Context: an optimization exercise on an open-source flow, tuned for small area, a short achievable clock period and few clock cycles. The choices shown serve that exercise and are no tape-out recipe.
Only simulation tests tie the RTL to the original design; equivalence was not proved.
No activity file was given, so power comes from the tool's default toggle rates.

## design/flow/design.v

```verilog
module clz_unit
    #(
        parameter WIDTH = 32
    )
    (
        input logic[WIDTH-1:0] clz_input,
        output logic[$clog2(WIDTH)-1:0] clz,
        output logic zero
    );
    localparam TREE_WIDTH = 2**$clog2(WIDTH);
    localparam TREE_CLZ_WIDTH = $clog2(WIDTH)-1;
    localparam HALF_TREE_WIDTH = TREE_WIDTH/2;
    localparam WIDTH_DIFFERENCE = TREE_WIDTH - WIDTH;
    generate if (WIDTH == 2) begin : gen_base_case
            assign zero = ~(clz_input[1] | clz_input[0]);
            assign clz[0] = ~clz_input[1] & clz_input[0];
        end
        else begin : gen_recursive
            logic[TREE_WIDTH-1:0] padded_input;
            if (WIDTH_DIFFERENCE != 0)  
                assign padded_input = {clz_input, {WIDTH_DIFFERENCE{1'b0}}};
            else
                assign padded_input = clz_input;
            logic[TREE_CLZ_WIDTH-1:0] upper_clz;
            logic[TREE_CLZ_WIDTH-1:0] lower_clz;
            logic upper_zero;
            logic lower_zero;
            assign zero = upper_zero & lower_zero;
            assign clz[$clog2(WIDTH)-1] = upper_zero;
            clz_unit #(.WIDTH(HALF_TREE_WIDTH)) upper_tree (
                .clz_input(padded_input[TREE_WIDTH-1:HALF_TREE_WIDTH]),
                .clz(upper_clz),
                .zero(upper_zero)
            );
            clz_unit #(.WIDTH(HALF_TREE_WIDTH)) lower_tree (
                .clz_input(padded_input[HALF_TREE_WIDTH-1:0]),
                .clz(lower_clz),
                .zero(lower_zero)
            );
            for (genvar i = 0; i < TREE_CLZ_WIDTH; i++)  
                assign clz[i] = (~upper_zero & upper_clz[i]) | (upper_zero & lower_clz[i]);
        end
    endgenerate
endmodule
module div_core
    #(
        parameter DIV_WIDTH = 32
    )
    (
        input logic clk,
        input logic rst,
        input logic div_start,
        input logic [DIV_WIDTH-1:0] div_dividend,
        input logic [$clog2(DIV_WIDTH)-1:0] div_dividend_CLZ,
        input logic [DIV_WIDTH-1:0] div_divisor,
        input logic [$clog2(DIV_WIDTH)-1:0] div_divisor_CLZ,
        input logic div_divisor_is_zero,
        output logic [DIV_WIDTH-1:0] div_remainder,
        output logic [DIV_WIDTH-1:0] div_quotient,
        output logic div_done
    );
    localparam CLZ_W = $clog2(DIV_WIDTH);
    logic [CLZ_W-1:0] CLZ_delta;
    logic divisor_greater_than_dividend;
    logic [DIV_WIDTH-1:0] shifted_divisor;
    logic [1:0] new_quotient_bits;
    logic [DIV_WIDTH-1:0] sub_1x;
    logic [DIV_WIDTH-1:0] sub_2x;
    logic sub_1x_overflow;
    logic sub_2x_overflow;
    logic [CLZ_W-2:0] cycles_remaining;
    logic [CLZ_W-2:0] cycles_remaining_next;
    logic running;
    logic terminate;
    assign {divisor_greater_than_dividend, CLZ_delta} = div_divisor_CLZ - div_dividend_CLZ;
    always_ff @ (posedge clk) begin
        if (running)
            shifted_divisor <= {2'b0, shifted_divisor[DIV_WIDTH-1:2]};
        else
            shifted_divisor <= div_divisor << {CLZ_delta[CLZ_W-1:1], 1'b0}; 
    end
    logic sub2x_toss;
    assign {sub_2x_overflow, sub2x_toss, sub_2x} = {1'b0, div_remainder} - {shifted_divisor, 1'b0};
    assign {sub_1x_overflow, sub_1x} = sub_2x_overflow ? {sub2x_toss, sub_2x} + {1'b0, shifted_divisor} : {sub2x_toss, sub_2x} - {1'b0, shifted_divisor};
    assign new_quotient_bits[1] = ~sub_2x_overflow;
    assign new_quotient_bits[0] = ~sub_1x_overflow;
    always_ff @ (posedge clk) begin
        if (div_start)
            div_quotient <= '0;
        else if (running) 
            div_quotient <= {div_quotient[(DIV_WIDTH-3):0], new_quotient_bits};
    end
    always_ff @ (posedge clk) begin
        if (div_start | (running & |new_quotient_bits)) begin   
            case ({~running, sub_1x_overflow})
                0 : div_remainder <= sub_1x;
                1 : div_remainder <= sub_2x;
                default : div_remainder <= div_dividend; 
            endcase
        end
    end
    assign {terminate, cycles_remaining_next} = cycles_remaining - 1;
    always_ff @ (posedge clk) begin
        cycles_remaining <= running ? cycles_remaining_next : CLZ_delta[CLZ_W-1:1];
    end
    always_ff @ (posedge clk) begin
        if (rst)
            running <= 0;
        else
            running <= (running & ~terminate) | (div_start & ~divisor_greater_than_dividend);
    end
    assign div_done = (running & terminate) | (div_start & divisor_greater_than_dividend);
endmodule
module div_unit
    (
        input logic clk,
        input logic rst,
        input logic init_clear,
        input logic instruction_issued_with_rd,
        input logic [4:0] issue_rd_addr,
        input logic [1:0] issue_fn3,
        input logic [4:0] issue_rs1_addr,
        input logic [4:0] issue_rs2_addr,
        input logic [31:0] rs1,
        input logic [31:0] rs2,
        input logic issue_new_request,
        input logic [3:0] issue_id,
        output logic issue_ready,
        input logic wb_ack,
        output logic wb_done,
        output logic [3:0] wb_id,
        output logic [31:0] wb_rd
    );
    logic signed_divop;
    logic negate_quotient;
    logic negate_remainder;
    logic negate_dividend;
    logic negate_divisor;
    logic [31:0] unsigned_dividend;
    logic [31:0] unsigned_divisor;
    logic [4:0] dividend_CLZ;
    logic [4:0] divisor_CLZ;
    logic divisor_is_zero;
    logic fifo_valid;
    logic [31:0] fifo_unsigned_dividend;
    logic [31:0] fifo_unsigned_divisor;
    logic [4:0] fifo_dividend_CLZ;
    logic [4:0] fifo_divisor_CLZ;
    logic fifo_divisor_is_zero;
    logic fifo_reuse_result;
    logic fifo_remainder_op;
    logic fifo_negate_result;
    logic [3:0] fifo_id;
    logic fifo_pop;
    logic wb_remainder_op;
    logic wb_negate_result;
    logic core_start;
    logic core_done;
    logic [31:0] core_quotient;
    logic [31:0] core_remainder;
    logic in_progress;
    logic div_done;
    function logic [31:0] negate_if  (input logic [31:0] a, input logic b);
        negate_if = ({32{b}} ^ a) + {31'b0, b};
    endfunction
    logic [4:0] prev_div_rs1_addr;
    logic [4:0] prev_div_rs2_addr;
    logic prev_div_signed;
    logic [1:0] div_rd_match;
    logic prev_div_result_valid;
    logic div_rs_overwrite;
    logic div_op_reuse;
    assign signed_divop = ~issue_fn3[0];
    always_ff @(posedge clk) begin
        if (issue_new_request) begin
            prev_div_rs1_addr <= issue_rs1_addr;
            prev_div_rs2_addr <= issue_rs2_addr;
            prev_div_signed <= signed_divop;
        end
    end
    assign div_op_reuse = {prev_div_result_valid, prev_div_signed, prev_div_rs1_addr, prev_div_rs2_addr} == {1'b1, signed_divop, issue_rs1_addr, issue_rs2_addr};
    assign div_rd_match[0] = (issue_rd_addr == prev_div_rs1_addr);
    assign div_rd_match[1] = (issue_rd_addr == prev_div_rs2_addr);
    assign div_rs_overwrite = |div_rd_match;
    always_ff @ (posedge clk) begin
        if (rst)
            prev_div_result_valid <= 0;
        else if (issue_new_request)
            prev_div_result_valid <= ~((issue_rd_addr == issue_rs1_addr) | (issue_rd_addr == issue_rs2_addr));
        else if ((instruction_issued_with_rd & div_rs_overwrite) | init_clear)
            prev_div_result_valid <= 0;
    end
    assign negate_dividend = signed_divop & rs1[31];
    assign negate_divisor = signed_divop & rs2[31];
    assign negate_quotient = signed_divop & (rs1[31] ^ rs2[31]);
    assign negate_remainder = signed_divop & (rs1[31]);
    assign unsigned_dividend = negate_if (rs1, negate_dividend);
    assign unsigned_divisor = negate_if (rs2, negate_divisor);
    clz_unit #(.WIDTH(32)) dividend_clz_block (
        .clz_input(unsigned_dividend),
        .clz(dividend_CLZ),
        .zero()
    );
    clz_unit #(.WIDTH(32)) divisor_clz_block (
        .clz_input(unsigned_divisor),
        .clz(divisor_CLZ),
        .zero(divisor_is_zero)
    );
    logic div_ready;
    assign div_ready = (~in_progress) | wb_ack;
    always_ff @ (posedge clk) begin
        if (rst)
            fifo_valid <= 0;
        else if (issue_new_request & ~fifo_pop)
            fifo_valid <= 1;
        else if (fifo_pop & ~issue_new_request)
            fifo_valid <= 0;
    end
    always_ff @ (posedge clk) begin
        if (issue_new_request) begin
            fifo_unsigned_dividend <= unsigned_dividend;
            fifo_unsigned_divisor <= unsigned_divisor;
            fifo_dividend_CLZ <= divisor_is_zero ? '0 : dividend_CLZ;
            fifo_divisor_CLZ <= divisor_CLZ;
            fifo_divisor_is_zero <= divisor_is_zero;
            fifo_reuse_result <= div_op_reuse;
            fifo_remainder_op <= issue_fn3[1];
            fifo_negate_result <= (issue_fn3[1] ? negate_remainder : (negate_quotient & ~divisor_is_zero));
            fifo_id <= issue_id;
        end
    end
    assign issue_ready = ~fifo_valid | (~in_progress);
    assign fifo_pop = fifo_valid & div_ready;
    assign core_start = fifo_pop & ~fifo_reuse_result;
    assign div_done = core_done | (fifo_pop & fifo_reuse_result);
    always_ff @ (posedge clk) begin
        if (rst)
            in_progress <= 0;
        else
            in_progress <= fifo_pop | (in_progress & ~wb_ack);
    end
    always_ff @ (posedge clk) begin
        if (fifo_pop) begin
            wb_remainder_op <= fifo_remainder_op;
            wb_negate_result <= fifo_negate_result;
            wb_id <= fifo_id;
        end
    end
    div_core #(.DIV_WIDTH(32))
    divider_block (
        .clk(clk),
        .rst(rst),
        .div_start(core_start),
        .div_dividend(fifo_unsigned_dividend),
        .div_dividend_CLZ(fifo_dividend_CLZ),
        .div_divisor(fifo_unsigned_divisor),
        .div_divisor_CLZ(fifo_divisor_CLZ),
        .div_divisor_is_zero(fifo_divisor_is_zero),
        .div_remainder(core_remainder),
        .div_quotient(core_quotient),
        .div_done(core_done)
    );
    assign wb_rd = negate_if (wb_remainder_op ? core_remainder : core_quotient, wb_negate_result);
    always_ff @ (posedge clk) begin
        if (rst)
            wb_done <= 0;
        else
            wb_done <= (wb_done & ~wb_ack) | div_done;
    end
endmodule
```

## design/flow/run.sh

```bash
#!/bin/bash
# synth_recipe.tcl (not shown) runs the flow's synth.tcl, then flattens the netlist and writes it again
# the make line also repeats each setting of config.mk as NAME=value (left out here)
make -C /OpenROAD-flow-scripts/flow DESIGN_CONFIG=/design/flow/config.mk WORK_HOME=/design/flow/orfs CLKGATE_MAP_FILE= SYNTH_SCRIPT=/design/flow/synth_recipe.tcl finish
```

## design/flow/config.mk

```make
export PLATFORM = sky130hd
export DESIGN_NAME = div_unit
export DESIGN_NICKNAME = div_unit
export VERILOG_FILES = /design/flow/design.v
export SDC_FILE = /design/flow/constraint.sdc
export NUM_CORES = 4
export LEC_CHECK = 0
export CAP_MARGIN = 20
export CORE_MARGIN = 2
export CORE_UTILIZATION = 40
export SLEW_MARGIN = 20
```

## design/flow/constraint.sdc

```tcl
create_clock -name core_clock -period 6.5 [get_ports {clk}]
set_input_delay 1.3000 -clock core_clock [delete_from_list [all_inputs] [get_ports {clk}]]
set_output_delay 1.3000 -clock core_clock [all_outputs]
set_load 0.01 [all_outputs]
```

==> run notes <==
[how the worst max path moves through the flow]
| stage | from | to | slack [ns] | depth (start not counted) |
|---|---|---|---|---|
| after floorplan | divider_block.div_remainder[1] | divider_block.div_remainder[10] | 0.40 | 27 |
| after global placement | divider_block.shifted_divisor[9] | divider_block.div_remainder[9] | 0.09 | 23 |
| after detailed placement | divider_block.div_remainder[6] | divider_block.div_remainder[15] | -0.06 | 22 |
| after CTS | divider_block.div_remainder[1] | divider_block.div_remainder[15] | 0.05 | 25 |
| after global routing | divider_block.shifted_divisor[9] | divider_block.div_remainder[31] | 0.02 | 25 |
| final | divider_block.div_remainder[1] | divider_block.div_remainder[15] | 0.42 | 25 |
[stage by stage]
| step | power, W | cell area (um^2) | cells |
|---|---|---|---|
| 2_1_floorplan | 0.007199 | 18270 | 2090 |
| 3_3_place_gp | 0.008881 | 20260 | 2767 |
| 3_5_place_dp | 0.008874 | 20260 | 2767 |
| 4_1_cts | 0.01016 | 20990 | 2809 |
| 5_1_grt | 0.01102 | 21030 | 2812 |
| 6_report | 0.01022 | 21030 | 2812 |
[sequential cells by signal (all words and copies together), names as in the netlist, 4 cells and up]
| name | flops |
|---|---|
| divider_block.div_quotient | 32 |
| divider_block.div_remainder | 32 |
| divider_block.shifted_divisor | 32 |
| fifo_unsigned_dividend | 32 |
| fifo_unsigned_divisor | 32 |
| fifo_dividend_CLZ | 5 |
| fifo_divisor_CLZ | 5 |
| prev_div_rs1_addr | 5 |
| prev_div_rs2_addr | 5 |
| divider_block.cycles_remaining | 4 |
| fifo_id | 4 |
| wb_id | 4 |
[Yosys cell counts (all sizes together) (10+ instances only)]
cell    instances
a211oi         37
a21o           44
a21oi         169
a221oi         15
a22oi          10
a311oi         10
a31oi          20
and2           18
and3           30
buf            44
clkbuf         61
dfxtp          73
edfxtp        130
ha             76
inv           104
mux2i         147
nand2         128
nand2b         32
nand3          59
nand4          39
nor2          176
nor2b          38
nor3           37
nor3b          10
nor4           11
o21ai          75
o21bai         15
o31ai          13
or2            13
or3            29
or4            13
xnor2         184
xor2           53
[kinds of logic after synthesis]
group,Yosys count,share of synthesized area
AND/OR/NAND/NOR,666,0.1905
buffers and inverters,212,0.04986
AO/OA/AOI/OAI,529,0.1989
adder cells (fa/ha/maj),79,0.05534
flip-flops,203,0.2937
XOR/XNOR,243,0.1218
multiplexers,158,0.08979
[worst register-to-register path: stages (launching register included)]
cell,delay [ns]
edfxtp_1,0.39
inv_1,0.07
ha_1,0.16
inv_1,0.05
fa_1,0.40
a21o_1,0.19
a221oi_2,0.29
nor2_1,0.14
o2111ai_1,0.32
a211oi_2,0.18
a21oi_2,0.25
o2bb2ai_4,0.17
nand2_1,0.13
o21ai_0,0.15
fa_1,0.46
a21o_1,0.21
a221oi_1,0.37
o21ai_0,0.28
nor4_2,0.27
nor3_1,0.16
nor2_1,0.10
o21ai_0,0.10
xnor3_2,0.37
buf_4,0.24
mux2i_1,0.20
a21oi_1,0.09
[layer usage]
metal | vias up | wire [um] | track usage
met3 | 63 | 1980 | 0.01283
met2 | 372 | 23110 | 0.3425
met5 | - | 0 | 0
li1 | 7937 | - | -
met4 | 0 | 1128 | 0.05594
met1 | 7625 | 24350 | 0.2999
[report_power, final]
part           internal, W  switching [W]  leakage [nW]
Clock             0.000708       0.000532         0.353
Sequential         0.00161       0.000188          1.85
Combinational      0.00322        0.00397          5.90
[cell type report]
class,instances,area [um^2],area share
repair buffers,185,1719,0.08174
inverters,107,401.6,0.01910
clock inverters,13,106.4,0.005057
clock buffers,29,608.1,0.02891
multi-input cells,1675,12080,0.5742
flip-flops and latches,203,5369,0.2553
well taps,600,750.7,0.03569
[layout by cell type, fill, tap and decap left out, types with 9 or more instances in the layout]
master             n
a211oi_1          35
a21o_1            44
a21oi_1          166
a221oi_1          13
a311oi_1          10
a31oi_1           19
a41oi_1            9
and2_1            18
and3_1            30
buf_4             57
clkbuf_16         23
clkdlybuf4s50_1  127
dfxtp_1           72
edfxtp_1         130
ha_1              76
inv_1            102
mux2i_1          147
nand2_1          127
nand2b_1          31
nand3_1           57
nand3b_1           9
nand4_1           39
nor2_1           175
nor2b_1           38
nor3_1            34
nor3b_1           10
o21ai_0           71
o21bai_1          15
o31ai_1           13
or2_2             11
or3_1             27
xnor2_1          180
xor2_1            52
[repair_timing]
item                       CTS  global route
gates resized for setup      1             4
pin swaps                    0             2
setup buffers                0             3
setup endpoints to repair   56            67
==> out/metrics.cfg <==
[clocking]
clk_path_buf_depth = 3
htree_levels = 1
cts-root-buf = clkbuf_16
clock-sinks = 203
numCtsBuffers = 23
cts.clk_slew.worst_paths_ns = 0.06
clock_latency_ns = 0.55
cts_tree = done
cts.hold.buffers_added = 0

[route]
post_drt_wl_per_cell_um = 17.98
postRouteAntennaNets = 0
viasPerCell = 5.689
wirelength_um = 50570
drc_errors = 0
dr.pass1.iters = 5
drt_iter0_markers = 1137
via_count = 15997

[timing]
fin_tns_setup_ns = 0
whs_ns = 0.4129
fin_crit_sh = 0.9347
hold_viol_final = 0
finalMaxSlewViolations = 0
finalSetupViolations = 0
grt_setup_unrepaired = no
slew_headroom = 0.3349
fmax_ghz = 0.1646
setup_slack_ns = 0.4247
tightest_slew_ns = 0.9976
period_minus_slack_ns = 6.075
finalClockSkew_ns = 0.02587

[pwr]
powerDensity_mw_per_mm2 = 486.0
power.leakage_nw = 8.096
vdd_drop_max_mv = 0.2918

[floorplan]
die_x_um = 217.7
initial_utilization = 0.4043
coreArea_mm2 = 0.04519
ioPinCount = 129
die_area_mm2 = 0.04739
fp.dieH_um = 217.7
rows = 78

[setup_path]
cp.arrival_ns = 6.32
critical_path_class = flop to flop
cp_common_cell = o21ai_0
path_delay_family = compound AO/OA/AOI/OAI gates
slowest_stage = fa_1
cp-start-kind = flop
crit_path_end_kind = flop
critPathRequiredTime_ns = 6.75
reg2reg_from = divider_block.div_remainder[1]
cpPeakStageDelay_ns = 0.46
path_buf_inv = 3
rr_worst_depth = 25
r2r_end = divider_block.div_remainder[15]
critPathMaxFanout = 11
r2r_slack_ns = 0.42

[status]
status = no timing/DRC/antenna violations

[placed_design]
hpwl_um = 40490
place_congestion = 0.9473
io_buffers = 128
dp_slack_ns = -0.05863

[synthesis]
synth.area.top_cells = edfxtp_1 21%, xnor2_1 8.7%, mux2i_1 8.1%, dfxtp_1 8.0%, ha_1 5.2%
synth.avg_cell_area_um2 = 8.740
yosysSeqAreaShare = 0.2937
syn_nets = 2260
synth_top_cell_by_area = edfxtp_1
syn_area_mm2 = 0.01827
synth.distinct_cells = 103
synth_edf_count = 130
syn_inst = 2090
synth_ff_type = edfxtp_1
synth_top_area_frac = 0.2137
ys_warn_count = 2
async_reset_ff_frac = 0
ys_ff_latch = 203

[final_layout]
n_antenna_cell = 0
n_fill_cell = 4412
fin_util = 0.4655
final_nets = 2365
drive_above_1_share = 0.07685
syn_to_final_growth_pct = 15.14

[global_routing]
grt_max_degree = 95
antenna_found_initial = 0
grt_usage = 0.2096
grt_pass1_wl_um = 80620
first_global_vias = 14976
grt-ovfl-total = 0

[hold_path]
hold_depth = 0
min_to = wb_remainder_op
worst_hold_path_type = flop to flop
hold_start = fifo_remainder_op

[run]
maxCapViolations = 0

Testbench counts, summed over its fixed seeds: cycles 39,989.

==> port drivers added, routing unchanged <==
The flow's constraints put no driver on any port. The routed layout listed below was extracted and timed again, unchanged, in two steps. Step 1 (the two cells are an assumption about what drives the block):
set clk [get_ports {clk}]
set_driving_cell -lib_cell sky130_fd_sc_hd__clkbuf_16 $clk
set_driving_cell -lib_cell sky130_fd_sc_hd__buf_2 [delete_from_list [all_inputs] $clk]
Step 2 moves the port delays by t, midway between the first and last clock arrival at a register: inputs arrive t later, outputs are due t later. That takes back most of the time a late clock gives input paths. Slacks: ideal / step 1 / step 2; pairs: ideal / step 1.
shift t [ns]: 0.591
setup WS [ns]: 0.425 / 0.425 / 0.425
worst setup path at the end: register to register
After both steps this run still meets setup and hold. For this run, drivers alone change the setup slack by 0.000 ns; drivers and shift together by 0.000 ns.
